This is an optimization exercise on Yosys and OpenROAD, whose aim is small area and a short achievable clock period, not a production implementation.

==> run a: inputs <==
Design ff_mult32appx, start of the top module:
module ff_mult32appx(clk, aa, bb, yy1, yy2);
  input clk;
  input [31:0] aa;
  input [31:0] bb;
  output [63:0] yy1, yy2;
  wire [33:0] bx = {1'b0, bb, 1'b0};
  wire [16:0] e1_d, e2_d, en_d;
  genvar j;
  generate for (j = 0; j < 16; j = j + 1) begin : g_enc
    wire hi = bx[2*j+2], mi = bx[2*j+1], lo = bx[2*j];
    wire one = mi ^ lo, both = mi & lo;
    assign e1_d[j] = one;
    assign e2_d[j] = hi ? ~(one | both) : both;
    assign en_d[j] = hi;
  end endgenerate
  assign e1_d[16] = bb[31];
  assign e2_d[16] = 1'b0;
  assign en_d[16] = 1'b0;
  wire [208:0] cs_d;
  mult32_low u_low (.aa(aa), .bb(bb), .e1_d(e1_d[11:0]), .e2_d(e2_d[11:0]), .en_d(en_d), .cs(cs_d));
  reg [31:0] a1;
  reg [16:12] e1, e2, en;
  reg [208:0] cs;
  reg za, zb, b1one;
  always @(posedge clk) begin
    a1 <= aa;
    e1 <= e1_d[16:12];
    e2 <= e2_d[16:12];
    en <= en_d[16:12];
    cs <= cs_d;
    za <= ~|aa;
    zb <= ~|bb;
    b1one <= (bb == 32'd1);
  end
  wire [63:0] s0_d;
  wire [63:0] pp_d;
  wire [7:0] bg_d;
  wire [7:0] bp_d;
  mult32_tree u_tree (.a1(a1), .e1(e1), .e2(e2), .en(en), .cs(cs), .s0(s0_d), .pp(pp_d), .bg(bg_d), .bp(bp_d));
  wire [63:0] y1_d;
  signed_Mult32_3_Y21_final_4 u_appx (.a(a1), .zero(za | zb), .one(b1one), .y(y1_d));
  reg  [63:0] s0;
  reg  [63:0] pp;
  reg  [7:0] bg;
  reg  [7:0] bp;
  reg [63:0] yy1;
  always @(posedge clk) begin
    s0 <= s0_d;
    pp <= pp_d;
    bg <= bg_d;
    bp <= bp_d;
    yy1 <= y1_d;
  end
  mult32exact u_add (.s0(s0), .pp(pp), .bg(bg), .bp(bp), .y(yy2));
endmodule
==> module ff_mult32appx, before the edit <==
module ff_mult32appx(clk, aa, bb, yy1, yy2);
  input clk;
  input [31:0] aa;
  input [31:0] bb;
  output [63:0] yy1, yy2;
  wire [33:0] bx = {1'b0, bb, 1'b0};
  wire [16:0] e1_d, e2_d, en_d;
  genvar j;
  generate for (j = 0; j < 16; j = j + 1) begin : g_enc
    wire hi = bx[2*j+2], mi = bx[2*j+1], lo = bx[2*j];
    wire one = mi ^ lo, both = mi & lo;
    assign e1_d[j] = one;
    assign e2_d[j] = hi ? ~(one | both) : both;
    assign en_d[j] = hi;
  end endgenerate
  assign e1_d[16] = bb[31];
  assign e2_d[16] = 1'b0;
  assign en_d[16] = 1'b0;
  wire [208:0] cs_d;
  mult32_low u_low (.aa(aa), .bb(bb), .e1_d(e1_d[11:0]), .e2_d(e2_d[11:0]), .en_d(en_d), .cs(cs_d));
  reg [31:0] a1;
  reg [16:12] e1, e2, en;
  reg [208:0] cs;
  reg za, zb, b1one;
  always @(posedge clk) begin
    a1 <= aa;
    e1 <= e1_d[16:12];
    e2 <= e2_d[16:12];
    en <= en_d[16:12];
    cs <= cs_d;
    za <= ~|aa;
    zb <= ~|bb;
    b1one <= (bb == 32'd1);
  end
  wire [63:0] s0_d;
  wire [63:0] pp_d;
  wire [7:0] bg_d;
  wire [7:0] bp_d;
  mult32_tree u_tree (.a1(a1), .e1(e1), .e2(e2), .en(en), .cs(cs), .s0(s0_d), .pp(pp_d), .bg(bg_d), .bp(bp_d));
  wire [63:0] y1_d;
  signed_Mult32_3_Y21_final_4 u_appx (.a(a1), .zero(za | zb), .one(b1one), .y(y1_d));
  reg  [63:0] s0;
  reg  [63:0] pp;
  reg  [7:0] bg;
  reg  [7:0] bp;
  reg [63:0] yy1;
  always @(posedge clk) begin
    s0 <= s0_d;
    pp <= pp_d;
    bg <= bg_d;
    bp <= bp_d;
    yy1 <= y1_d;
  end
  mult32exact u_add (.s0(s0), .pp(pp), .bg(bg), .bp(bp), .y(yy2));
endmodule
clock: 8.0 ns
lec_check: 0
cap_margin: 20
core_margin: 2
core_utilization: 40
setup_slack_margin: 4.0
slew_margin: 20
tns_end_percent: 10
standard.sh (not shown) runs the stock make flow with config.mk's settings and CLKGATE_MAP_FILE= SYNTH_SCRIPT=/design/flow/synth_recipe.tcl, a recipe that flattens the netlist after the stock synthesis.
==> flow/flow/run.sh <==
#!/bin/bash
# The standard layout (the standard.sh, unchanged synthesis and steps),
# with one change: the buffer on every input and output port is a
# sky130_fd_sc_hd__buf_4 instead of the buffer OpenROAD picks by default,
# which on this platform is a slow delay buffer (clkdlybuf4s50_1).
# All of standard.sh's output goes to standard.log here; ORFS keeps each
# step's full log under orfs/logs/.
set -euo pipefail
export BUFFER_PORTS_ARGS="-buffer_cell sky130_fd_sc_hd__buf_4"
bash standard.sh > standard.log 2>&1
==> run b: changes against run a <==
--- a/flow/design.v
+++ b/flow/design.v
@@ -2124,7 +2124,6 @@
   generate for (j = 0; j < 16; j = j + 1) begin : g_enc
     wire hi = bx[2*j+2], mi = bx[2*j+1], lo = bx[2*j];
-    wire one = mi ^ lo, both = mi & lo;
-    assign e1_d[j] = one;
-    assign e2_d[j] = hi ? ~(one | both) : both;
+    assign e1_d[j] = mi ^ lo;
+    assign e2_d[j] = (hi & ~mi & ~lo) | (~hi & mi & lo);
     assign en_d[j] = hi;
   end endgenerate
==> flow/run.sh (new file) <==
#!/bin/bash
# synth_recipe.tcl (not shown) runs the flow's synth.tcl, then flattens the netlist and writes it again
# the make line also repeats each setting of config.mk as NAME=value (left out here)
make -C /OpenROAD-flow-scripts/flow DESIGN_CONFIG=/design/flow/config.mk WORK_HOME=/design/flow/orfs CLKGATE_MAP_FILE= SYNTH_SCRIPT=/design/flow/synth_recipe.tcl finish
removed: flow/flow/run.sh
removed: flow/standard.sh
==> comparison table <==
quantity                                                           run b        run a
Status                                  no timing/DRC/antenna violations  no timing/DRC/antenna violations
R2R depth                                                             16           15
Adder and majority gate portion of the synthesized area           0.2957       0.3306
Critical path data required time                                 6400 ps      8540 ps
Met1 Track Usage GR                                               0.4059       0.3432
Final wirelength                                                156.2 mm     112.0 mm
Launch point of the worst hold path                                cs[1]        cs[0]
Number of DRC violations after detailed-routing iteration 0        4,817        2,598
Total area of multi-input combinational cells                0.03063 mm²  0.02438 mm²
Path length in cells of the critical path                              7           15
Inserted tap cell count                                            1,380        1,144
Non-clock buffering overhead                                     0.07856      0.05871
Shortest period the worst path allows                            4311 ps      4219 ps
Detail Route met2 WL                                            65.96 mm     49.57 mm
No run of this note included a check of the RTL's function; only the layout flow was run.

## static timing again, ports no longer ideal
Ports are ideal in the flow. The routed layouts listed here were re-timed in OpenROAD. Step 1, drivers: a clkbuf_16 drives clk and a buf_2 each remaining input, both assumed. Step 2 moves the port delays by t, midway between the first and last clock arrival at a register: inputs arrive t later, outputs are due t later. That takes back most of the time a late clock gives input paths. Slacks: no drivers / after step 1 / after step 2; pairs: no drivers / after step 1.
run	t (ns)	setup slack, ns	worst hold slack (ns)	worst slew at a driven data input, ns	cell pins on the clock port's net
run a	0.665	3.781 / 3.781 / 3.156	0.453 / 0.453 / 0.453	0.17	1
run b	0.682	3.689 / 3.621 / 3.123	0.442 / 0.442 / 0.442	0.12	1
After both steps every run listed still meets setup and hold. For run a, which loses most, drivers alone change the setup slack by 0.000 ns; drivers and shift together by -0.625 ns.
